This design comes from an exercise in tuning for small area, a short achievable clock period and few clock cycles per item on the open sky130 flow, not from production work. In this exercise RTL edits were held to simulation tests only and were not proved equivalent to the original.

[run.sh]
#!/bin/bash
# synth_recipe.tcl (not shown) runs the flow's synth.tcl, then flattens the netlist and writes it again
# the make line also repeats each setting of config.mk as NAME=value (left out here)
make -C /OpenROAD-flow-scripts/flow DESIGN_CONFIG=/design/flow/config.mk WORK_HOME=/design/flow/orfs CLKGATE_MAP_FILE= SYNTH_SCRIPT=/design/flow/synth_recipe.tcl finish
[config.mk]
export PLATFORM = sky130hd
export DESIGN_NAME = multiplier
export DESIGN_NICKNAME = multiplier
export VERILOG_FILES = /design/flow/design.v
export SDC_FILE = /design/flow/constraint.sdc
export NUM_CORES = 4
export LEC_CHECK = 0
export CAP_MARGIN = 20
export CORE_MARGIN = 2
export CORE_UTILIZATION = 40
export PLACE_DENSITY = 0.6
export SETUP_SLACK_MARGIN = 3
export SLEW_MARGIN = 20
[constraint.sdc]
create_clock -name core_clock -period 8.0 [get_ports {clk}]
set_input_delay 1.6000 -clock core_clock [delete_from_list [all_inputs] [get_ports {clk}]]
set_output_delay 1.6000 -clock core_clock [all_outputs]
set_load 0.01 [all_outputs]
[design.v]
module multiplier(opA, opB, op_en, clk, rst, res, add, sub, done);
    input [31:0] opA, opB;
    input op_en, clk, rst;
    output [63:0] res;
    output reg [4:0] add, sub;
    output reg done;
    reg [31:0] X, Y;                  
    reg [1:0] cnt;                    
    reg [3:0] neg, one, two;          
    reg [63:0] r;                     
    reg [2:0] cv;                     
    wire fA1 = (&opA[31:7] | ~|opA[31:7]);
    wire fA2 = (&opA[31:15] | ~|opA[31:15]);
    wire fA3 = (&opA[31:23] | ~|opA[31:23]);
    wire fB1 = (&opB[31:7] | ~|opB[31:7]);
    wire fB2 = (&opB[31:15] | ~|opB[31:15]);
    wire fB3 = (&opB[31:23] | ~|opB[31:23]);
    wire sw = (fA1 & ~fB1) | (fA2 & ~fB2) | (fA3 & ~fB3);
    wire fM1 = fA1 | fB1;
    wire fM2 = fA2 | fB2;
    wire fM3 = fA3 | fB3;
    reg [1:0] start;
    reg [8:0] wA, wB;
    reg [63:0] rinit;
    always @(*) begin
        start = 2'd0;
        rinit = 64'hffffffff56000000;
        wA = {opA[7], opA[6], opA[5], opA[4], opA[3], opA[2], opA[1], opA[0], 1'b0};
        wB = {opB[7], opB[6], opB[5], opB[4], opB[3], opB[2], opB[1], opB[0], 1'b0};
        if (!fM1) begin start = 2'd1; rinit = 64'hffffffff55560000; wA = {opA[15], opA[14], opA[13], opA[12], opA[11], opA[10], opA[9], opA[8], opA[7]}; wB = {opB[15], opB[14], opB[13], opB[12], opB[11], opB[10], opB[9], opB[8], opB[7]}; end
        if (!fM2) begin start = 2'd2; rinit = 64'hffffffff55555600; wA = {opA[23], opA[22], opA[21], opA[20], opA[19], opA[18], opA[17], opA[16], opA[15]}; wB = {opB[23], opB[22], opB[21], opB[20], opB[19], opB[18], opB[17], opB[16], opB[15]}; end
        if (!fM3) begin start = 2'd3; rinit = 64'hffffffff55555556; wA = {opA[31], opA[30], opA[29], opA[28], opA[27], opA[26], opA[25], opA[24], opA[23]}; wB = {opB[31], opB[30], opB[29], opB[28], opB[27], opB[26], opB[25], opB[24], opB[23]}; end
    end
    function [11:0] enc;
        input [8:0] w;
        integer r;
        reg b0, b1, b2;
        begin
            for (r = 0; r < 4; r = r + 1) begin
                b0 = w[2*r]; b1 = w[2*r+1]; b2 = w[2*r+2];
                enc[r]       = b2 & ~(b1 & b0);
                enc[4 + r]   = b1 ^ b0;
                enc[8 + r] = (b2 & ~b1 & ~b0) | (~b2 & b1 & b0);
            end
        end
    endfunction
    reg [8:0] wn;
    always @(*) begin
        wn = {Y[7], Y[6], Y[5], Y[4], Y[3], Y[2], Y[1], Y[0], 1'b0};
        case (cnt)
            2'd2: wn = {Y[15], Y[14], Y[13], Y[12], Y[11], Y[10], Y[9], Y[8], Y[7]};
            2'd3: wn = {Y[23], Y[22], Y[21], Y[20], Y[19], Y[18], Y[17], Y[16], Y[15]};
            default: ;
        endcase
    end
    wire [33:0] m0 = two[0] ? {X[31], X, 1'b0} : one[0] ? {{2{X[31]}}, X} : 34'd0;
    wire [33:0] q0 = m0 ^ {34{neg[0]}};
    wire [33:0] u0 = {~q0[33], q0[32:0]};
    wire [33:0] m1 = two[1] ? {X[31], X, 1'b0} : one[1] ? {{2{X[31]}}, X} : 34'd0;
    wire [33:0] q1 = m1 ^ {34{neg[1]}};
    wire [33:0] u1 = {~q1[33], q1[32:0]};
    wire [33:0] m2 = two[2] ? {X[31], X, 1'b0} : one[2] ? {{2{X[31]}}, X} : 34'd0;
    wire [33:0] q2 = m2 ^ {34{neg[2]}};
    wire [33:0] u2 = {~q2[33], q2[32:0]};
    wire [33:0] m3 = two[3] ? {X[31], X, 1'b0} : one[3] ? {{2{X[31]}}, X} : 34'd0;
    wire [33:0] q3 = m3 ^ {34{neg[3]}};
    wire [33:0] u3 = {~q3[33], q3[32:0]};
    wire ts1, tc2; assign {tc2, ts1} = neg[3] + u0[6];
    wire ts3, tc4; assign {tc4, ts3} = u0[7] + u1[5];
    wire ts5, tc6; assign {tc6, ts5} = r[0] + u0[8] + u1[6];
    wire ts7, tc8; assign {tc8, ts7} = r[1] + u0[9] + u1[7];
    wire ts9, tc10; assign {tc10, ts9} = r[2] + u0[10] + u1[8];
    wire ts11, tc12; assign {tc12, ts11} = r[3] + u0[11] + u1[9];
    wire ts13, tc14; assign {tc14, ts13} = r[4] + u0[12] + u1[10];
    wire ts15, tc16; assign {tc16, ts15} = r[5] + u0[13] + u1[11];
    wire ts17, tc18; assign {tc18, ts17} = r[6] + u0[14] + u1[12];
    wire ts19, tc20; assign {tc20, ts19} = r[7] + u0[15] + u1[13];
    wire ts21, tc22; assign {tc22, ts21} = r[8] + u0[16] + u1[14];
    wire ts23, tc24; assign {tc24, ts23} = r[9] + u0[17] + u1[15];
    wire ts25, tc26; assign {tc26, ts25} = r[10] + u0[18] + u1[16];
    wire ts27, tc28; assign {tc28, ts27} = r[11] + u0[19] + u1[17];
    wire ts29, tc30; assign {tc30, ts29} = r[12] + u0[20] + u1[18];
    wire ts31, tc32; assign {tc32, ts31} = r[13] + u0[21] + u1[19];
    wire ts33, tc34; assign {tc34, ts33} = r[14] + u0[22] + u1[20];
    wire ts35, tc36; assign {tc36, ts35} = r[15] + u0[23] + u1[21];
    wire ts37, tc38; assign {tc38, ts37} = r[16] + u0[24] + u1[22];
    wire ts39, tc40; assign {tc40, ts39} = r[17] + u0[25] + u1[23];
    wire ts41, tc42; assign {tc42, ts41} = r[18] + u0[26] + u1[24];
    wire ts43, tc44; assign {tc44, ts43} = r[19] + u0[27] + u1[25];
    wire ts45, tc46; assign {tc46, ts45} = r[20] + u0[28] + u1[26];
    wire ts47, tc48; assign {tc48, ts47} = r[21] + u0[29] + u1[27];
    wire ts49, tc50; assign {tc50, ts49} = r[22] + u0[30] + u1[28];
    wire ts51, tc52; assign {tc52, ts51} = r[23] + u0[31] + u1[29];
    wire ts53, tc54; assign {tc54, ts53} = r[24] + u0[32] + u1[30];
    wire ts55, tc56; assign {tc56, ts55} = r[25] + u0[33] + u1[31];
    wire ts57, tc58; assign {tc58, ts57} = r[26] + u1[32];
    wire ts59, tc60; assign {tc60, ts59} = r[27] + u1[33];
    wire ts61, tc62; assign {tc62, ts61} = neg[2] + u0[4];
    wire ts63, tc64; assign {tc64, ts63} = u0[5] + u1[3];
    wire ts65, tc66; assign {tc66, ts65} = u1[4] + u2[2] + u3[0];
    wire ts67, tc68; assign {tc68, ts67} = u2[3] + u3[1] + tc2;
    wire ts69, tc70; assign {tc70, ts69} = u2[4] + u3[2] + tc4;
    wire ts71, tc72; assign {tc72, ts71} = u2[5] + u3[3] + tc6;
    wire ts73, tc74; assign {tc74, ts73} = u2[6] + u3[4] + tc8;
    wire ts75, tc76; assign {tc76, ts75} = u2[7] + u3[5] + tc10;
    wire ts77, tc78; assign {tc78, ts77} = u2[8] + u3[6] + tc12;
    wire ts79, tc80; assign {tc80, ts79} = u2[9] + u3[7] + tc14;
    wire ts81, tc82; assign {tc82, ts81} = u2[10] + u3[8] + tc16;
    wire ts83, tc84; assign {tc84, ts83} = u2[11] + u3[9] + tc18;
    wire ts85, tc86; assign {tc86, ts85} = u2[12] + u3[10] + tc20;
    wire ts87, tc88; assign {tc88, ts87} = u2[13] + u3[11] + tc22;
    wire ts89, tc90; assign {tc90, ts89} = u2[14] + u3[12] + tc24;
    wire ts91, tc92; assign {tc92, ts91} = u2[15] + u3[13] + tc26;
    wire ts93, tc94; assign {tc94, ts93} = u2[16] + u3[14] + tc28;
    wire ts95, tc96; assign {tc96, ts95} = u2[17] + u3[15] + tc30;
    wire ts97, tc98; assign {tc98, ts97} = u2[18] + u3[16] + tc32;
    wire ts99, tc100; assign {tc100, ts99} = u2[19] + u3[17] + tc34;
    wire ts101, tc102; assign {tc102, ts101} = u2[20] + u3[18] + tc36;
    wire ts103, tc104; assign {tc104, ts103} = u2[21] + u3[19] + tc38;
    wire ts105, tc106; assign {tc106, ts105} = u2[22] + u3[20] + tc40;
    wire ts107, tc108; assign {tc108, ts107} = u2[23] + u3[21] + tc42;
    wire ts109, tc110; assign {tc110, ts109} = u2[24] + u3[22] + tc44;
    wire ts111, tc112; assign {tc112, ts111} = u2[25] + u3[23] + tc46;
    wire ts113, tc114; assign {tc114, ts113} = u2[26] + u3[24] + tc48;
    wire ts115, tc116; assign {tc116, ts115} = u2[27] + u3[25] + tc50;
    wire ts117, tc118; assign {tc118, ts117} = u2[28] + u3[26] + tc52;
    wire ts119, tc120; assign {tc120, ts119} = u2[29] + u3[27] + tc54;
    wire ts121, tc122; assign {tc122, ts121} = u2[30] + u3[28] + tc56;
    wire ts123, tc124; assign {tc124, ts123} = u2[31] + u3[29] + tc58;
    wire ts125, tc126; assign {tc126, ts125} = r[28] + u2[32] + u3[30];
    wire ts127, tc128; assign {tc128, ts127} = r[29] + u2[33];
    wire ts129, tc130; assign {tc130, ts129} = neg[1] + u0[2];
    wire ts131, tc132; assign {tc132, ts131} = u0[3] + u1[1];
    wire ts133, tc134; assign {tc134, ts133} = u1[2] + u2[0] + ts61;
    wire ts135, tc136; assign {tc136, ts135} = u2[1] + tc62 + ts63;
    wire ts137, tc138; assign {tc138, ts137} = ts1 + tc64 + ts65;
    wire ts139, tc140; assign {tc140, ts139} = ts3 + tc66 + ts67;
    wire ts141, tc142; assign {tc142, ts141} = ts5 + tc68 + ts69;
    wire ts143, tc144; assign {tc144, ts143} = ts7 + tc70 + ts71;
    wire ts145, tc146; assign {tc146, ts145} = ts9 + tc72 + ts73;
    wire ts147, tc148; assign {tc148, ts147} = ts11 + tc74 + ts75;
    wire ts149, tc150; assign {tc150, ts149} = ts13 + tc76 + ts77;
    wire ts151, tc152; assign {tc152, ts151} = ts15 + tc78 + ts79;
    wire ts153, tc154; assign {tc154, ts153} = ts17 + tc80 + ts81;
    wire ts155, tc156; assign {tc156, ts155} = ts19 + tc82 + ts83;
    wire ts157, tc158; assign {tc158, ts157} = ts21 + tc84 + ts85;
    wire ts159, tc160; assign {tc160, ts159} = ts23 + tc86 + ts87;
    wire ts161, tc162; assign {tc162, ts161} = ts25 + tc88 + ts89;
    wire ts163, tc164; assign {tc164, ts163} = ts27 + tc90 + ts91;
    wire ts165, tc166; assign {tc166, ts165} = ts29 + tc92 + ts93;
    wire ts167, tc168; assign {tc168, ts167} = ts31 + tc94 + ts95;
    wire ts169, tc170; assign {tc170, ts169} = ts33 + tc96 + ts97;
    wire ts171, tc172; assign {tc172, ts171} = ts35 + tc98 + ts99;
    wire ts173, tc174; assign {tc174, ts173} = ts37 + tc100 + ts101;
    wire ts175, tc176; assign {tc176, ts175} = ts39 + tc102 + ts103;
    wire ts177, tc178; assign {tc178, ts177} = ts41 + tc104 + ts105;
    wire ts179, tc180; assign {tc180, ts179} = ts43 + tc106 + ts107;
    wire ts181, tc182; assign {tc182, ts181} = ts45 + tc108 + ts109;
    wire ts183, tc184; assign {tc184, ts183} = ts47 + tc110 + ts111;
    wire ts185, tc186; assign {tc186, ts185} = ts49 + tc112 + ts113;
    wire ts187, tc188; assign {tc188, ts187} = ts51 + tc114 + ts115;
    wire ts189, tc190; assign {tc190, ts189} = ts53 + tc116 + ts117;
    wire ts191, tc192; assign {tc192, ts191} = ts55 + tc118 + ts119;
    wire ts193, tc194; assign {tc194, ts193} = ts57 + tc120 + ts121;
    wire ts195, tc196; assign {tc196, ts195} = ts59 + tc122 + ts123;
    wire ts197, tc198; assign {tc198, ts197} = tc60 + tc124 + ts125;
    wire ts199, tc200; assign {tc200, ts199} = u3[31] + tc126 + ts127;
    wire ts201, tc202; assign {tc202, ts201} = r[30] + u3[32] + tc128;
    wire ts203, tc204; assign {tc204, ts203} = r[31] + u3[33];
    wire [40:0] rs = {tc204, tc202, tc200, tc198, tc196, tc194, tc192, tc190, tc188, tc186, tc184, tc182, tc180, tc178, tc176, tc174, tc172, tc170, tc168, tc166, tc164, tc162, tc160, tc158, tc156, tc154, tc152, tc150, tc148, tc146, tc144, tc142, tc140, tc138, tc136, tc134, tc132, tc130, u1[0], u0[1], neg[0]};
    wire [40:0] rc = {1'b0, ts203, ts201, ts199, ts197, ts195, ts193, ts191, ts189, ts187, ts185, ts183, ts181, ts179, ts177, ts175, ts173, ts171, ts169, ts167, ts165, ts163, ts161, ts159, ts157, ts155, ts153, ts151, ts149, ts147, ts145, ts143, ts141, ts139, ts137, ts135, ts133, ts131, ts129, 1'b0, u0[0]};
    wire [40:0] low = rs + rc;
    wire [23:0] cvx;
    assign cvx[0] = cv[0];
    assign cvx[1] = 1'b0;
    assign cvx[2] = 1'b0;
    assign cvx[3] = 1'b0;
    assign cvx[4] = 1'b0;
    assign cvx[5] = 1'b0;
    assign cvx[6] = 1'b0;
    assign cvx[7] = 1'b0;
    assign cvx[8] = cv[1];
    assign cvx[9] = 1'b0;
    assign cvx[10] = 1'b0;
    assign cvx[11] = 1'b0;
    assign cvx[12] = 1'b0;
    assign cvx[13] = 1'b0;
    assign cvx[14] = 1'b0;
    assign cvx[15] = 1'b0;
    assign cvx[16] = cv[2];
    assign cvx[17] = 1'b0;
    assign cvx[18] = 1'b0;
    assign cvx[19] = 1'b0;
    assign cvx[20] = 1'b0;
    assign cvx[21] = 1'b0;
    assign cvx[22] = 1'b0;
    assign cvx[23] = 1'b0;
    assign res = {r[63:40] + cvx, r[39:0]};
    wire [31:0] B = opB;
    wire [31:0] rise = B & ~{B[30:0], 1'b0};
    wire [15:0] pr;
    genvar j;
    generate for (j = 0; j < 16; j = j + 1) begin : pair
        assign pr[j] = rise[2*j] | rise[2*j+1];
    end endgenerate
    wire ps205, pc206; assign {pc206, ps205} = pr[0] + pr[1] + pr[2];
    wire ps207, pc208; assign {pc208, ps207} = pr[3] + pr[4];
    wire ps209, pc210; assign {pc210, ps209} = pr[5] + pr[6] + pr[7];
    wire ps211, pc212; assign {pc212, ps211} = pr[8] + pr[9] + pr[10];
    wire ps213, pc214; assign {pc214, ps213} = pr[11] + pr[12] + pr[13];
    wire ps215, pc216; assign {pc216, ps215} = pr[14] + pr[15];
    wire ps217, pc218; assign {pc218, ps217} = ps205 + ps207 + ps209;
    wire ps219, pc220; assign {pc220, ps219} = pc206 + pc208 + pc210;
    wire ps221, pc222; assign {pc222, ps221} = pc212 + pc214;
    wire ps223, pc224; assign {pc224, ps223} = ps211 + ps213;
    wire ps225, pc226; assign {pc226, ps225} = pc216 + pc218 + ps219;
    wire ps227, pc228; assign {pc228, ps227} = ps215 + ps217;
    wire ps229, pc230; assign {pc230, ps229} = ps221 + pc224 + ps225;
    wire ps231, pc232; assign {pc232, ps231} = pc220 + pc222 + pc226;
    wire [4:0] ps = {1'b0, pc232, pc230, pc228, ps223};
    wire [4:0] pc = {1'b0, 1'b0, ps231, ps229, ps227};
    wire [4:0] m31 = {5{B[31]}};
    wire [4:0] as = ps ^ pc ^ m31;
    wire [4:0] ac = ((ps & pc) | (ps & m31) | (pc & m31)) << 1;
    always @(posedge clk) begin
        if (op_en) begin
            sub <= ps + pc;
            add <= as + ac;
        end
        if (op_en) {two, one, neg} <= enc(sw ? wA : wB);
        else {two, one, neg} <= enc(wn);
        if (op_en) cnt <= start;
        else cnt <= cnt - 1'b1;
        if (rst) begin
            done <= 1'b1;
        end else if (op_en) begin
            done <= 1'b0;
            X <= sw ? opB : opA;
            Y <= sw ? opA : opB;
            r <= rinit;
            cv <= 0;
        end else if (!done) begin
            r <= {r[55:32], low[39:0]};
            cv <= {cv, low[40]};
            if (cnt == 0) done <= 1'b1;
        end
    end
endmodule
==> reports/results.tsv, run 1 <==
stage	metric	value	unit
run_status	status	finished clean	
hold_path	min_to	cnt[0]	
timing	slew-limit-headroom	0.354	
place	port_buffers	141	
timing	fin_crit_sh	0.629	
yosys	synth-edff-count	133	
die	row_count	71	
worst_setup_path	reg2reg_slack	2.97	ns
place	place_hpwl	36.6	mm
cts	h-tree-depth	4	
timing	hold_viol	0	
finish	fin_util	0.493	
yosys	async_flop_share	0	
cts	cts_sinks	148	
worst_setup_path	rr_worst_depth	21	
finish	fill_cells	3587	
timing	layout_min_cycle_time	5.03	ns
finish	fin_nets	2012	
die	pin_count	142	
worst_setup_path	r2r-start	two[0]	
finish	n_antenna_cell	0	
die	dieWidth	200	µm
die	core	37700	µm²
finish	synthToLayoutAreaGrowth	21.4	%
yosys	synthCells	1679	
cts	cts.root.buffer_cell	clkbuf_16	
detailed_routing	vias	12655	
detailed_routing	drt-pass1-iter-count	6	
detailed_routing	drtAntennaViolNets	0	
yosys	yosysSeqAreaShare	0.281	
yosys	yosysMostFrequentCell	nand2_1	
cts	clock_latency	0.46	ns
timing	fin_ws	2.97	ns
global_routing	overflow	0	
yosys	synthFlopType	edfxtp_1	
place	gp_congestion	0.967	
yosys	synth_area_leader_cell	edfxtp_1	
cts	cts_tree	done	
run	drv_cap	0	
timing	setup_violations	0	
die	die-area	39800	µm²
global_routing	antenna_found_initial	0	
global_routing	grt_max_degree	89	
detailed_routing	drc	0	
timing	fmax	0.199	GHz
timing	tightest_slew	0.969	ns
yosys	synth_cell_type_count	70	
worst_setup_path	r2r-end	cv[0]	
yosys	netlist.area_leader.share	0.261	
worst_setup_path	critPathLaunchType	flip-flop	
worst_setup_path	arrival	5.23	ns
cts	numCtsBuffers	17	
worst_setup_path	critical_path_class	flip-flop to flip-flop	
yosys	netlist_area	15300	µm²
global_routing	grt_pass1_wl	73.7	mm
die	initial_core_util	0.406	
hold_path	min_from	cnt[0]	
yosys	synth_seq_cells	148	
finish	fin_area	18600	µm²
hold_path	hold_depth	1	
yosys	syn_area_per_cell	9.11	µm²
timing	rsz0062_at_grt	true	
place	pre_cts_slack	1.58	ns
cts	clk_pin_slew	0.07	ns
timing	slew_viol_final	0	
detailed_routing	wl_per_cell	21.3	µm
worst_setup_path	critPathRequiredTime	8.20	ns
global_routing	grtUsageTotal	0.248	
worst_setup_path	critPathCaptureType	flip-flop	
timing	fin_setup_tns	0	ns
yosys	synth_warnings	1	
die	fp.dieH	200	µm
yosys	synth_common_cells	nand2_1, inv_1, edfxtp_1	
detailed_routing	wirelength	48.6	mm
finish	drive_above_1_share	0.162	
place	dpl_cell_area	16800	µm²
timing	clock_skew	0.0167	ns
yosys	ys_top_cells_by_area	edfxtp_1, fa_1, ha_1	
detailed_routing	first_iter_violations	1329	
detailed_routing	vias_per_cell	5.54	
global_routing	grt_pass1_vias	12457	
cts	clk_path_buf_depth	2	
worst_setup_path	crit_fanout	6	
hold_path	worstHoldPathType	flip-flop to flip-flop	
yosys	synth_nets	1929	
## routing by layer
metal	share of wire	vias to the layer above	global-route usage
li1	-	5880	-
met1	0.44	6138	0.338
met2	0.46	565	0.389
met3	0.068	72	0.0451
met4	0.033	0	0.0963
met5	0	-	0
## metrics by stage
stage / hold WS (ns) / std cells
floorplan: 0.462 / 1679
global placement: 0.497 / 2193
detailed placement: 0.509 / 2193
CTS: 0.522 / 2254
global route: 0.541 / 2285
finish: 0.512 / 2285
## sequential cells by signal (all words and copies together) (netlist names), 2 cells and up
signal	cells
one	4
two	4
Y	24
X	32
neg	4
cnt	2
r	64
add	5
cv	3
sub	5
## final cells by class
type,instances,area [µm²],area share
inverter,186,701,0.0377
sequential,148,4310,0.232
tap,511,639,0.0344
multi-input combinational,1189,10200,0.550
clock inverter,12,125,0.00674
timing repair buffer,220,2150,0.116
clock buffer,19,433,0.0233
## what timing repair did
action,in CTS,in global routing
resized for setup,131,125
endpoints found under the hold margin,0,0
cloned,3,1
endpoints found under the setup margin,44,27
pin swaps,31,57
buffers inserted,27,30
hold buffers,0,0
## worst max-delay path by stage
stage | from | to | cells after the start | slack, ns
3_5_place_dp | two[0] | cv[0] | 20 | 1.58
3_3_place_gp | two[0] | cv[0] | 20 | 1.72
6_report | two[0] | cv[0] | 21 | 2.97
5_1_grt | two[0] | cv[0] | 21 | 2.80
4_1_cts | opB[0] | add[3] | 14 | 2.87
2_1_floorplan | opB[12] | add[3] | 12 | 2.68
## worst max-delay path, cell delays in order, from the launching register on
cell and delay [ns]:
dfxtp_4 0.36, buf_12 0.13, nor2b_4 0.20, buf_6 0.15, a22oi_2 0.06, xnor2_2 0.17, fa_2 0.39, inv_2 0.06
fa_1 0.43, fa_1 0.57, inv_2 0.05, ha_4 0.25, a21oi_4 0.16, o21ai_2 0.08, a211oi_2 0.25, o21ai_2 0.12
a221oi_4 0.37, o21ai_4 0.13, a31oi_4 0.23, o31ai_4 0.11, a41oi_2 0.21, mux2_4 0.31
## cells by family after synthesis
group / count (synthesis) / share of synthesized area
and+or+nand+nor: 414 / 0.128
AOI/OAI and AO/OA: 373 / 0.166
xor gates and xnor gates: 191 / 0.109
muxes: 27 / 0.0188
buffers and inverters: 343 / 0.0949
adders and majority gates: 183 / 0.202
DFF: 148 / 0.281
## layout by cell type (no fill, tap or decap), types with 25 or more instances in the layout
cell,netlist,routed
nand2_1,196,195
inv_1,185,175
edfxtp_1,133,133
a22oi_1,119,115
clkdlybuf4s50_1,0,114
xnor2_1,105,100
fa_1,106,96
xor2_1,86,86
buf_4,40,70
ha_1,77,62
o21ai_0,63,58
nor2_1,63,56
a21oi_1,66,51
a21o_1,32,32
nand4_1,25,25
Testbench counts, summed over its fixed seeds: cycles 4,819, ops 1,600.
==> run 2: changes to the inputs <==
--- a/design.v
+++ b/design.v
@@ -54,14 +54,14 @@
         endcase
     end
-    wire [33:0] m0 = two[0] ? {X[31], X, 1'b0} : one[0] ? {{2{X[31]}}, X} : 34'd0;
+    wire [33:0] m0 = ({34{two[0]}} & {X[31], X, 1'b0}) | ({34{one[0]}} & {{2{X[31]}}, X});
     wire [33:0] q0 = m0 ^ {34{neg[0]}};
     wire [33:0] u0 = {~q0[33], q0[32:0]};
-    wire [33:0] m1 = two[1] ? {X[31], X, 1'b0} : one[1] ? {{2{X[31]}}, X} : 34'd0;
+    wire [33:0] m1 = ({34{two[1]}} & {X[31], X, 1'b0}) | ({34{one[1]}} & {{2{X[31]}}, X});
     wire [33:0] q1 = m1 ^ {34{neg[1]}};
     wire [33:0] u1 = {~q1[33], q1[32:0]};
-    wire [33:0] m2 = two[2] ? {X[31], X, 1'b0} : one[2] ? {{2{X[31]}}, X} : 34'd0;
+    wire [33:0] m2 = ({34{two[2]}} & {X[31], X, 1'b0}) | ({34{one[2]}} & {{2{X[31]}}, X});
     wire [33:0] q2 = m2 ^ {34{neg[2]}};
     wire [33:0] u2 = {~q2[33], q2[32:0]};
-    wire [33:0] m3 = two[3] ? {X[31], X, 1'b0} : one[3] ? {{2{X[31]}}, X} : 34'd0;
+    wire [33:0] m3 = ({34{two[3]}} & {X[31], X, 1'b0}) | ({34{one[3]}} & {{2{X[31]}}, X});
     wire [33:0] q3 = m3 ^ {34{neg[3]}};
     wire [33:0] u3 = {~q3[33], q3[32:0]};
@@ -171,30 +171,8 @@
     wire [40:0] rc = {1'b0, ts203, ts201, ts199, ts197, ts195, ts193, ts191, ts189, ts187, ts185, ts183, ts181, ts179, ts177, ts175, ts173, ts171, ts169, ts167, ts165, ts163, ts161, ts159, ts157, ts155, ts153, ts151, ts149, ts147, ts145, ts143, ts141, ts139, ts137, ts135, ts133, ts131, ts129, 1'b0, u0[0]};
     wire [40:0] low = rs + rc;
-    wire [23:0] cvx;
-    assign cvx[0] = cv[0];
-    assign cvx[1] = 1'b0;
-    assign cvx[2] = 1'b0;
-    assign cvx[3] = 1'b0;
-    assign cvx[4] = 1'b0;
-    assign cvx[5] = 1'b0;
-    assign cvx[6] = 1'b0;
-    assign cvx[7] = 1'b0;
-    assign cvx[8] = cv[1];
-    assign cvx[9] = 1'b0;
-    assign cvx[10] = 1'b0;
-    assign cvx[11] = 1'b0;
-    assign cvx[12] = 1'b0;
-    assign cvx[13] = 1'b0;
-    assign cvx[14] = 1'b0;
-    assign cvx[15] = 1'b0;
-    assign cvx[16] = cv[2];
-    assign cvx[17] = 1'b0;
-    assign cvx[18] = 1'b0;
-    assign cvx[19] = 1'b0;
-    assign cvx[20] = 1'b0;
-    assign cvx[21] = 1'b0;
-    assign cvx[22] = 1'b0;
-    assign cvx[23] = 1'b0;
-    assign res = {r[63:40] + cvx, r[39:0]};
+    wire [8:0] o0 = r[47:40] + cv[0] + 1'b0;
+    wire [8:0] o1 = r[55:48] + cv[1] + o0[8];
+    wire [8:0] o2 = r[63:56] + cv[2] + o1[8];
+    assign res = {o2[7:0], o1[7:0], o0[7:0], r[39:0]};
     wire [31:0] B = opB;
     wire [31:0] rise = B & ~{B[30:0], 1'b0};
--- a/config.mk
+++ b/config.mk
@@ -8,6 +8,7 @@
 export CAP_MARGIN = 20
 export CORE_MARGIN = 2
-export CORE_UTILIZATION = 40
-export PLACE_DENSITY = 0.6
-export SETUP_SLACK_MARGIN = 3
+export CORE_UTILIZATION = 50
+export PLACE_DENSITY = 0.65
+export SETUP_SLACK_MARGIN = 5
 export SLEW_MARGIN = 20
+export TNS_END_PERCENT = 0
==> run 2 against run 1 <==
Synthesized cell count decreased by 7.8%; die area fell by 21%; count of clock-buffer cells in the layout stayed put; wire length decreased by 17%; final cell count is 12% lower; via count fell by 7.9%; worst setup slack got worse by 0.071 ns; sequential share of layout area up 1.3 points; still clean on timing, DRC and antenna; core utilization grew 9.9 points; register-to-register slack worse by 0.04 ns; highest routed layer unchanged.
==> reports/results.tsv, run 2 <==
stage	metric	value	unit	change
cts	hold_buffers	0		unchanged
yosys	synth-edff-count	133		unchanged
place	gp_congestion	0.927		-4.1%
timing	setup_violations	0		unchanged
cts	cts.root.buffer_cell	clkbuf_16		
worst_setup_path	critPathRequiredTime	8.32	ns	+0.12 ns
yosys	yosysSeqAreaShare	0.285		+0.00448
yosys	synthFlopType	edfxtp_1		
cts	clock_latency	0.44	ns	-0.02 ns
timing	rsz0062_at_grt	true		
cts	cts_sinks	148		unchanged
run_status	status	finished clean		
detailed_routing	wl_per_cell	20.1	µm	-5.6%
worst_setup_path	critical_path_class	primary input to flip-flop		
cts	cts_tree	done		
finish	layout_commonest_cell	inv_1		
finish	synthToLayoutAreaGrowth	16.5	%	
die	dieWidth	177	µm	-11%
yosys	yosysMostFrequentCell	inv_1		
cts	clk_path_buf_depth	2		unchanged
yosys	ys_top_cells_by_area	edfxtp_1, fa_1, a22oi_1		
global_routing	grt_pass1_vias	11359		-8.8%
yosys	synth_compound_area_frac	0.158		-0.00832
die	row_count	63		-11%
yosys	synthCells	1548		-7.8%
global_routing	antenna_found_initial	1		+1
die	pin_count	142		unchanged
detailed_routing	wirelength	40.5	mm	-17%
hold_path	worstHoldPathType	flip-flop to flip-flop		
detailed_routing	drc	0		unchanged
yosys	synth-adder-area-share	0.208		+0.00588
finish	n_antenna_cell	0		unchanged
global_routing	overflow	0		unchanged
worst_setup_path	critPathLaunchType	primary input		
cts	h-tree-depth	4		unchanged
global_routing	grtUsageTotal	0.265		+0.0170
worst_setup_path	critPathCaptureType	flip-flop		
timing	slew-limit-headroom	0.361		+0.00709
finish	top_regs	r (64), X (32), Y (24)		
detailed_routing	drtAntennaViolNets	0		unchanged
place	pre_cts_slack	1.76	ns	+0.182 ns
detailed_routing	vias	11651		-7.9%
worst_setup_path	crit_fanout	25		+19
timing	fmax	0.196	GHz	-1.4%
detailed_routing	first_iter_violations	971		-27%
finish	fin_util	0.591		+0.0986
timing	slew_viol_final	0		unchanged
run	drv_cap	0		unchanged
finish	largest_register_ffs	64		unchanged
die	initial_core_util	0.508		+0.102
detailed_routing	vias_per_cell	5.78		+4.4%
finish	layout_common_cells	inv_1, edfxtp_1, a22oi_1, clkdlybuf4s50_1, fa_1		
global_routing	grt_pass1_wl	64.0	mm	-13%
yosys	yosys-mux-area-fraction	0.0485		+0.0296
timing	fin_crit_sh	0.637		+0.00883
finish	fill_cells	2539		-29%
global_routing	grt_max_degree	92		+3.4%
detailed_routing	drt-pass1-iter-count	5		-1
finish	regMostFlops	r		
worst_setup_path	arrival	5.42	ns	+0.19 ns
yosys	synth_top_family_by_area	adder cells		
yosys	synth_common_cells	inv_1, edfxtp_1, a22oi_1		
yosys	netlist.area_leader.share	0.265		+0.00417
yosys	netlist_area	15000	µm²	-1.6%
yosys	synth_nets	1800		-6.7%
cts	numCtsBuffers	17		unchanged
die	fp.dieH	177	µm	-11%
timing	hold_viol	0		unchanged
yosys	syn_area_per_cell	9.72	µm²	+6.8%
finish	drive_above_1_share	0.153		-0.00926
timing	clock_skew	0.0181	ns	+0.00139 ns
place	port_buffers	141		unchanged
timing	fin_setup_tns	0	ns	unchanged
place	place_hpwl	30.3	mm	-17%
die	die-area	31500	µm²	-21%
die	core	29600	µm²	-21%
yosys	synth-simple-area-share	0.0915		-0.0363
timing	layout_min_cycle_time	5.10	ns	+0.0707 ns
finish	fin_nets	1865		-7.3%
yosys	async_flop_share	0		unchanged
worst_setup_path	reg2reg_slack	2.93	ns	-0.04 ns
yosys	synth_warnings	1		unchanged
yosys	synth_seq_cells	148		unchanged
yosys	yosys.area_share.xor_xnor	0.109		about the same
yosys	synth_cell_type_count	72		+2.9%
timing	tightest_slew	0.959	ns	-0.0106 ns
yosys	synth_area_leader_cell	edfxtp_1		
cts	clk_pin_slew	0.07	ns	about the same
timing	fin_ws	2.90	ns	-0.0707 ns
-- run 2: path summary, 6_finish.rpt --
path / to / depth (start not counted) / startpoint
worst max-delay path: one[3] / 12 / opA[27]
worst min-delay path: cnt[0] / 1 / cnt[0]
worst max register to register: r[35] / 18 / X[7]
worst min register to register: cnt[0] / 1 / cnt[0]
-- run 2: cell type report --
type,instances,area [µm²],share of cell area
inverters,204,766,0.0437
clock buffers,19,433,0.0247
well taps,390,488,0.0278
multi-input cells,1054,9580,0.547
repair buffers,188,1840,0.105
clock inverters,13,110,0.00628
flip-flops and latches,148,4310,0.246
-- run 2: per-layer routing --
metal  share of wire  track usage  vias to the layer above
met3           0.064       0.0443                       49
met5               0            0                        -
li1                -            -                     5444
met4           0.022       0.0690                        0
met1            0.45        0.383                     5703
met2            0.46        0.412                      455
-- run 2: worst max-delay path: stages --
cell and delay, ns:
clkdlybuf4s50_1 0.49, or4_4 0.56, nor4_4 0.29, nand3_2 0.18
o22a_4 0.34, o221ai_4 0.23, buf_12 0.22, mux2_2 0.37
a221oi_1 0.30, o21ai_0 0.25, ha_1 0.33, mux2_2 0.25
-- run 2: logic make-up (layout without fill, tap and decap cells) --
kind of cell | Yosys count | count (layout)
compound gates | 337 | 338
flops | 148 | 148
xor+xnor | 188 | 188
fa+ha+maj | 185 | 185
buf+inv | 347 | 424
mux | 66 | 66
simple gates | 277 | 277
-- run 2: metrics by stage --
step / instances / hold slack (ns) / instance area [µm²]
2_1_floorplan: 1548 / 0.462 / 15100
3_3_place_gp: 1952 / 0.486 / 16400
3_5_place_dp: 1952 / 0.522 / 16400
4_1_cts: 2008 / 0.528 / 17400
5_1_grt: 2016 / 0.549 / 17500
6_report: 2016 / 0.519 / 17500
-- run 2: repair_timing --
action,4_1_cts,5_1_grt
pin swaps,20,6
setup endpoints to repair,295,297
setup buffers,22,6
cloned,2,2
resized for setup,139,13
Testbench counts of run 2, summed over its fixed seeds: cycles 4,819, ops 1,600.
==> run 3: changes to the inputs <==
--- a/config.mk
+++ b/config.mk
@@ -8,7 +8,6 @@
 export CAP_MARGIN = 20
 export CORE_MARGIN = 2
-export CORE_UTILIZATION = 50
-export PLACE_DENSITY = 0.65
-export SETUP_SLACK_MARGIN = 5
+export CORE_UTILIZATION = 40
+export PLACE_DENSITY = 0.6
+export SETUP_SLACK_MARGIN = 3
 export SLEW_MARGIN = 20
-export TNS_END_PERCENT = 0
==> run 3 against run 2 <==
Largest cell class unchanged; critical path depth rose by 1; via count is 2.0% higher; clock skew is 0.0016 ns higher; final cell count increased by 8.4%; hold slack worse by 0.019 ns; critical endpoint is now add[2].
==> reports/results.tsv, run 3 <==
stage	metric	value	unit	change
yosys	ys_top_cells_by_area	edfxtp_1, fa_1, a22oi_1		
global_routing	grt_pass1_wl	66.0	mm	+3.2%
yosys	synth_seq_cells	148		unchanged
worst_setup_path	r2r-start	X[7]		
finish	stdcell_count	2186		+8.4%
global_routing	grt_max_degree	91		-1.1%
cts	hold_buffers	0		unchanged
yosys	synth_cell_type_count	72		unchanged
die	dieWidth	198	µm	+12%
place	port_buffers	141		unchanged
finish	layout_common_cells	inv_1, edfxtp_1, a22oi_1, clkdlybuf4s50_1, xnor2_1		
yosys	synth_area_leader_cell	edfxtp_1		
finish	regMostFlops	r		
place	place_hpwl	31.7	mm	+4.7%
die	pin_count	142		unchanged
yosys	netlist_area	15000	µm²	unchanged
die	die-area	39200	µm²	+24%
global_routing	grt_pass1_vias	11461		+0.90%
worst_setup_path	critPathLaunchType	primary input		
worst_setup_path	r2r-end	r[35]		
detailed_routing	drc	0		unchanged
detailed_routing	wl_per_cell	19.6	µm	-2.3%
run_status	status	finished clean		
global_routing	top_usage_layer	met2		
cts	numCtsBuffers	17		unchanged
finish	layout_commonest_cell	inv_1		
worst_setup_path	critPathRequiredTime	8.20	ns	-0.12 ns
cts	clk_pin_slew	0.07	ns	about the same
worst_setup_path	arrival	5.21	ns	-0.21 ns
worst_setup_path	critical_path_class	primary input to flip-flop		
timing	slew-limit-headroom	0.350		-0.0110
die	row_count	71		+13%
global_routing	antenna_found_initial	1		unchanged
detailed_routing	drt-pass1-iter-count	6		+1
yosys	async_flop_share	0		unchanged
global_routing	overflow	0		unchanged
detailed_routing	drtAntennaViolNets	0		unchanged
yosys	syn_area_per_cell	9.72	µm²	unchanged
timing	hold_viol	0		unchanged
finish	top_regs	r (64), X (32), Y (24)		
detailed_routing	vias	11887		+2.0%
place	dp.cells	2073		+6.2%
hold_path	worstHoldPathType	flip-flop to flip-flop		
yosys	yosysSeqAreaShare	0.285		unchanged
global_routing	grtUsageTotal	0.221		-0.0441
place	gp_congestion	0.890		-4.0%
timing	fmax	0.200	GHz	+1.8%
global_routing	use_met1	0.321		-0.0616
cts	cts_tree	done		
die	core	37400	µm²	+26%
timing	rsz0062_at_grt	true		
worst_setup_path	reg2reg_slack	3.02	ns	+0.09 ns
yosys	synthCells	1548		unchanged
detailed_routing	vias_per_cell	5.44		-5.9%
yosys	synth-edff-count	133		unchanged
global_routing	use_met3	0.0365		-0.00789
detailed_routing	wirelength	42.9	mm	+6.0%
timing	fin_crit_sh	0.626		-0.0112
finish	synthToLayoutAreaGrowth	22.2	%	
cts	h-tree-depth	4		unchanged
die	initial_core_util	0.402		-0.105
cts	cts_sinks	148		unchanged
global_routing	use_met2	0.334		-0.0783
finish	n_antenna_cell	0		unchanged
worst_setup_path	critPathCaptureType	flip-flop		
worst_setup_path	crit_fanout	3		-88%
timing	setup_violations	0		unchanged
hold_path	min_to	cnt[0]		
worst_setup_path	rr_worst_depth	19		+1
yosys	synthFlopType	edfxtp_1		
cts	clk_path_buf_depth	2		unchanged
timing	fin_ws	2.99	ns	+0.0894 ns
place	pre_cts_slack	1.85	ns	+0.0899 ns
yosys	netlist.area_leader.share	0.265		unchanged
finish	drive_above_1_share	0.211		+0.0588
hold_path	min_from	cnt[0]		
timing	slew_viol_final	0		unchanged
detailed_routing	first_iter_violations	1062		+9.4%
yosys	synth_nets	1800		unchanged
hold_path	hold_depth	1		unchanged
finish	largest_register_ffs	64		unchanged
yosys	synth_common_cells	inv_1, edfxtp_1, a22oi_1		
timing	tightest_slew	0.975	ns	+0.0166 ns
timing	fin_setup_tns	0	ns	unchanged
finish	fin_util	0.492		-0.0995
yosys	synth_warnings	1		unchanged
run	drv_cap	0		unchanged
cts	cts.root.buffer_cell	clkbuf_16		
timing	clock_skew	0.0198	ns	+0.00162 ns
finish	fin_nets	1914		+2.6%
die	fp.dieH	198	µm	+12%
cts	clock_latency	0.45	ns	about the same
yosys	yosysMostFrequentCell	inv_1		
timing	layout_min_cycle_time	5.01	ns	-0.0894 ns
run 3: cells by family after synthesis:
kind of cell,share of synthesized area
muxes,0.0485
buffers and inverters,0.0995
adders and majority gates,0.208
xor gates and xnor gates,0.109
DFF,0.285
AOI/OAI and AO/OA,0.158
and+or+nand+nor,0.0915
run 3: area by class of cell:
class	count	area, µm²
inverters	204	766
clock buffers	17	425
multi-input cells	1053	9870
fillers	3443	19000
well taps	511	639
flip-flops and latches	148	4320
repair buffers	238	2210
clock inverters	15	169
run 3: repair_timing:
item | CTS | global route
cloned | 1 | 2
setup buffers | 37 | 41
pin swaps | 27 | 44
resized for setup | 172 | 80
endpoints found under the setup margin | 47 | 39
endpoints found under the hold margin | 0 | 0
run 3: stage by stage:
stage,hold slack (ns),instance area [µm²]
floorplan,0.462,15100
global placement,0.484,16500
detailed placement,0.490,16500
CTS,0.498,17700
global route,0.518,18400
finish,0.500,18400
run 3: per-layer routing:
| metal | vias to the layer above | part of all wire |
|---|---|---|
| met5 | - | 0 |
| met4 | 0 | 0.024 |
| li1 | 5533 | - |
| met3 | 54 | 0.067 |
| met2 | 446 | 0.45 |
| met1 | 5854 | 0.46 |
run 3: worst max-delay path by stage:
stage,start,endpoint,slack [ns]
global route,r[40],res[62],2.75
global placement,opB[10],add[2],1.87
floorplan,opB[1],add[2],2.73
finish,opB[0],add[2],2.99
detailed placement,opB[10],add[2],1.85
CTS,cv[0],res[62],2.94
run 3: worst max-delay path, stage by stage:
cell and delay, ns:
buf_6 0.09, or2_4 0.24, fa_2 0.54, inv_2 0.04, fa_2 0.35, fa_2 0.46, fa_2 0.56, inv_2 0.05
fa_1 0.50, ha_2 0.19, inv_2 0.04, fa_2 0.51, inv_1 0.03
==> run 4: changes to the inputs <==
--- a/config.mk
+++ b/config.mk
@@ -8,6 +8,9 @@
 export CAP_MARGIN = 20
 export CORE_MARGIN = 2
-export CORE_UTILIZATION = 40
-export PLACE_DENSITY = 0.6
-export SETUP_SLACK_MARGIN = 3
+export CORE_UTILIZATION = 60
+export CTS_BUF_LIST = sky130_fd_sc_hd__clkbuf_4 sky130_fd_sc_hd__clkbuf_8
+export CTS_CLUSTER_SIZE = 30
+export PLACE_DENSITY = 0.7
+export SETUP_SLACK_MARGIN = 5
 export SLEW_MARGIN = 20
+export TNS_END_PERCENT = 0
==> run 4 against run 3 <==
Still clean; die area decreased by 33%; core utilization rose by 21 points; register-to-register slack lost 0.11 ns; clock skew increased by 0.015 ns; count of clock-buffer cells in the layout up 1; first-iteration DRC count rose by 7.2%; cell area decreased by 6.5%; hold slack better by 0.012 ns; worst setup slack worse by 0.13 ns; synthesized cell count unchanged; global-route usage rose by 8.4 points; highest routed layer unchanged.
==> reports/results.tsv, run 4 <==
stage	metric	value	unit	change
finish	n_antenna_cell	0		unchanged
finish	fin_nets	1870		-2.3%
run_status	status	finished clean		
die	fp.dieH	162	µm	-18%
die	row_count	57		-20%
worst_setup_path	arrival	5.47	ns	+0.26 ns
yosys	yosysMostFrequentCell	inv_1		
yosys	synth-adder-area-share	0.208		unchanged
die	core	24500	µm²	-35%
detailed_routing	drt-pass1-iter-count	8		+2
die	pin_count	142		unchanged
yosys	syn_area_per_cell	9.72	µm²	unchanged
yosys	synth-simple-area-share	0.0915		unchanged
global_routing	overflow	0		unchanged
timing	clock_skew	0.0345	ns	+0.0147 ns
finish	fill_cells	1865		-46%
timing	slew_viol_final	0		unchanged
worst_setup_path	critPathLaunchType	primary input		
global_routing	antenna_found_initial	1		unchanged
place	gp_congestion	0.992		+11%
yosys	synth_compound_area_frac	0.158		unchanged
yosys	synth_cell_type_count	72		unchanged
timing	fmax	0.195	GHz	-2.5%
yosys	synthFlopType	edfxtp_1		
die	die-area	26400	µm²	-33%
run	drv_cap	0		unchanged
finish	layout_commonest_cell	inv_1		
detailed_routing	vias	11720		-1.4%
global_routing	grtUsageTotal	0.304		+0.0836
hold_path	worstHoldPathType	flip-flop to flip-flop		
cts	cts_tree	done		
yosys	yosys-mux-area-fraction	0.0485		unchanged
cts	h-tree-depth	4		unchanged
yosys	synth_top_family_by_area	adder cells		
worst_setup_path	critPathRequiredTime	8.33	ns	+0.13 ns
worst_setup_path	critical_path_class	primary input to flip-flop		
place	place_hpwl	29.8	mm	-6.2%
yosys	synthCells	1548		unchanged
timing	tightest_slew	0.962	ns	-0.0131 ns
cts	clk_path_buf_depth	2		unchanged
timing	setup_violations	0		unchanged
global_routing	grt_max_degree	91		unchanged
finish	drive_above_1_share	0.156		-0.0550
worst_setup_path	crit_fanout	8		+5
yosys	netlist.area_leader.share	0.265		unchanged
worst_setup_path	critPathCaptureType	flip-flop		
detailed_routing	wl_per_cell	20.1	µm	+2.4%
cts	hold_buffers	0		unchanged
yosys	synth_warnings	1		unchanged
finish	regArea	4310	µm²	-0.17%
die	initial_core_util	0.615		+0.213
cts	numCtsBuffers	17		unchanged
finish	synthToLayoutAreaGrowth	14.3	%	
timing	slew-limit-headroom	0.359		+0.00875
timing	fin_crit_sh	0.642		+0.0162
place	dpl_cell_area	16300	µm²	-1.4%
detailed_routing	wirelength	39.3	mm	-8.5%
yosys	synth_area_leader_cell	edfxtp_1		
cts	cts.root.buffer_cell	clkbuf_8		
timing	rsz0062_at_grt	true		
finish	fin_area	17200	µm²	-6.5%
cts	clk_pin_slew	0.10	ns	+0.03 ns
cts	cts_sinks	148		unchanged
yosys	synth-edff-count	133		unchanged
yosys	netlist_area	15000	µm²	unchanged
detailed_routing	drtAntennaViolNets	0		unchanged
global_routing	grt_pass1_wl	61.7	mm	-6.6%
die	dieWidth	162	µm	-18%
yosys	synth_nets	1800		unchanged
cts	clock_latency	0.47	ns	+0.02 ns
finish	top_regs	r (64), X (32), Y (24)		
yosys	yosys.area_share.xor_xnor	0.109		unchanged
yosys	async_flop_share	0		unchanged
place	port_buffers	141		unchanged
global_routing	grt_pass1_vias	11255		-1.8%
detailed_routing	first_iter_violations	1138		+7.2%
yosys	synth_common_cells	inv_1, edfxtp_1, a22oi_1		
detailed_routing	vias_per_cell	5.99		+10%
detailed_routing	drc	0		unchanged
yosys	yosysSeqAreaShare	0.285		unchanged
finish	largest_register_ffs	64		unchanged
timing	hold_viol	0		unchanged
finish	layout_common_cells	inv_1, edfxtp_1, a22oi_1, clkdlybuf4s50_1, fa_1		
timing	layout_min_cycle_time	5.14	ns	+0.129 ns
finish	regMostFlops	r		
timing	fin_setup_tns	0	ns	unchanged
yosys	ys_top_cells_by_area	edfxtp_1, fa_1, a22oi_1		
finish	multi_input_area	9560	µm²	-3.1%
yosys	synth_seq_cells	148		unchanged
[run 4: changes by cell type in the layout (fill, tap and decap cells not counted), moves of 10 or more]
cell       previous run  this run
a22oi_2              13         3
a22oi_1             120       130
clkbuf_16            19         0
buf_4                88        49
clkbuf_8              0        18
[run 4: per-layer routing]
layer  global-route usage  up-vias  share of wire
met2                0.481      529           0.46
met5                    0        -              0
met4               0.0853        0          0.024
met3               0.0456       53          0.077
li1                     -     5456              -
met1                0.439     5682           0.44
[run 4: cells by family (layout without fill, tap and decap cells)]
kind of cell / Yosys count / count (layout)
adders and majority gates: 185 / 185
xor gates and xnor gates: 188 / 188
muxes: 66 / 66
AOI/OAI and AO/OA: 337 / 338
buffers and inverters: 347 / 429
and+or+nand+nor: 277 / 277
DFF: 148 / 148
[run 4: path summary, 6_finish.rpt]
| check | start | endpoint | slack [ns] | cells past startpoint |
|---|---|---|---|---|
| min | cnt[0] | cnt[0] | 0.51 | 1 |
| max reg2reg | X[7] | r[35] | 2.91 | 18 |
| min reg2reg | cnt[0] | cnt[0] | 0.51 | 1 |
| max | opA[27] | one[1] | 2.86 | 11 |
[run 4: through the flow]
stage / utilization / hold slack (ns) / worst slack, ns / instances
final: 0.703 / 0.512 / 2.86 / 1955
after global routing: 0.703 / 0.544 / 2.66 / 1955
after CTS: 0.702 / 0.514 / 2.95 / 1954
after detailed placement: 0.666 / 0.498 / 1.65 / 1888
after global placement: 0.666 / 0.491 / 1.76 / 1888
after floorplan: - / 0.462 / 2.77 / 1548
[run 4: area by class of cell]
cell class	instances	area share
Clock buffer	18	0.0144
Timing Repair Buffer	193	0.102
Sequential cell	148	0.251
Inverter	204	0.0445
Clock inverter	14	0.00953
Multi-Input combinational cell	1054	0.556
Tap cell	324	0.0236
[run 4: repair_timing]
action                                  CTS  global route
buffers inserted                         33             1
endpoints found under the setup margin  174           209
gates resized for setup                 149             3
cloned                                    1             0
pin swaps                                26             4
[run 4: critical path, cell delays in order]
cell             delay, ns
clkdlybuf4s50_1       0.47
or4_4                 0.56
nor4_4                0.30
nand3_2               0.17
o22ai_1               0.78
nor2_1                0.33
o221a_2               0.37
o221ai_1              0.23
inv_1                 0.11
ha_1                  0.29
mux2_2                0.26

## static timing again, ports no longer ideal
The results above use ideal ports. As a check the final layouts listed here were re-extracted and re-timed, cells and wires unchanged.
Step 1, drivers: a clkbuf_16 drives clk and a buf_2 each remaining input, both assumed.
Step 2 times the ports against the registers' clock, not the clock port: input delays grow and output delays shrink by t, the midpoint of the rising clock arrivals with the driver on.
Three values: no drivers, after step 1, after step 2; two values: the first two.
| run | t, ns | setup WS [ns] | worst setup path at the end | slew at the worst register clock pin (ns) | worst data-port slew with drivers (ns) |
|---|---|---|---|---|---|
| run 1 | 0.504 | 2.972 / 2.972 / 2.509 | input to register | 0.08 / 0.08 | 0.06 |
| run 2 | 0.485 | 2.901 / 2.898 / 2.447 | input to register | 0.07 / 0.07 | 0.04 |
| run 3 | 0.494 | 2.991 / 2.953 / 2.516 | input to register | 0.08 / 0.08 | 0.06 |
| run 4 | 0.502 | 2.861 / 2.886 / 2.384 | input to register | 0.12 / 0.12 | 0.05 |
After both steps every run listed still meets setup and hold. For run 4, which loses most, drivers alone change the setup slack by +0.025 ns; drivers and shift together by -0.477 ns.
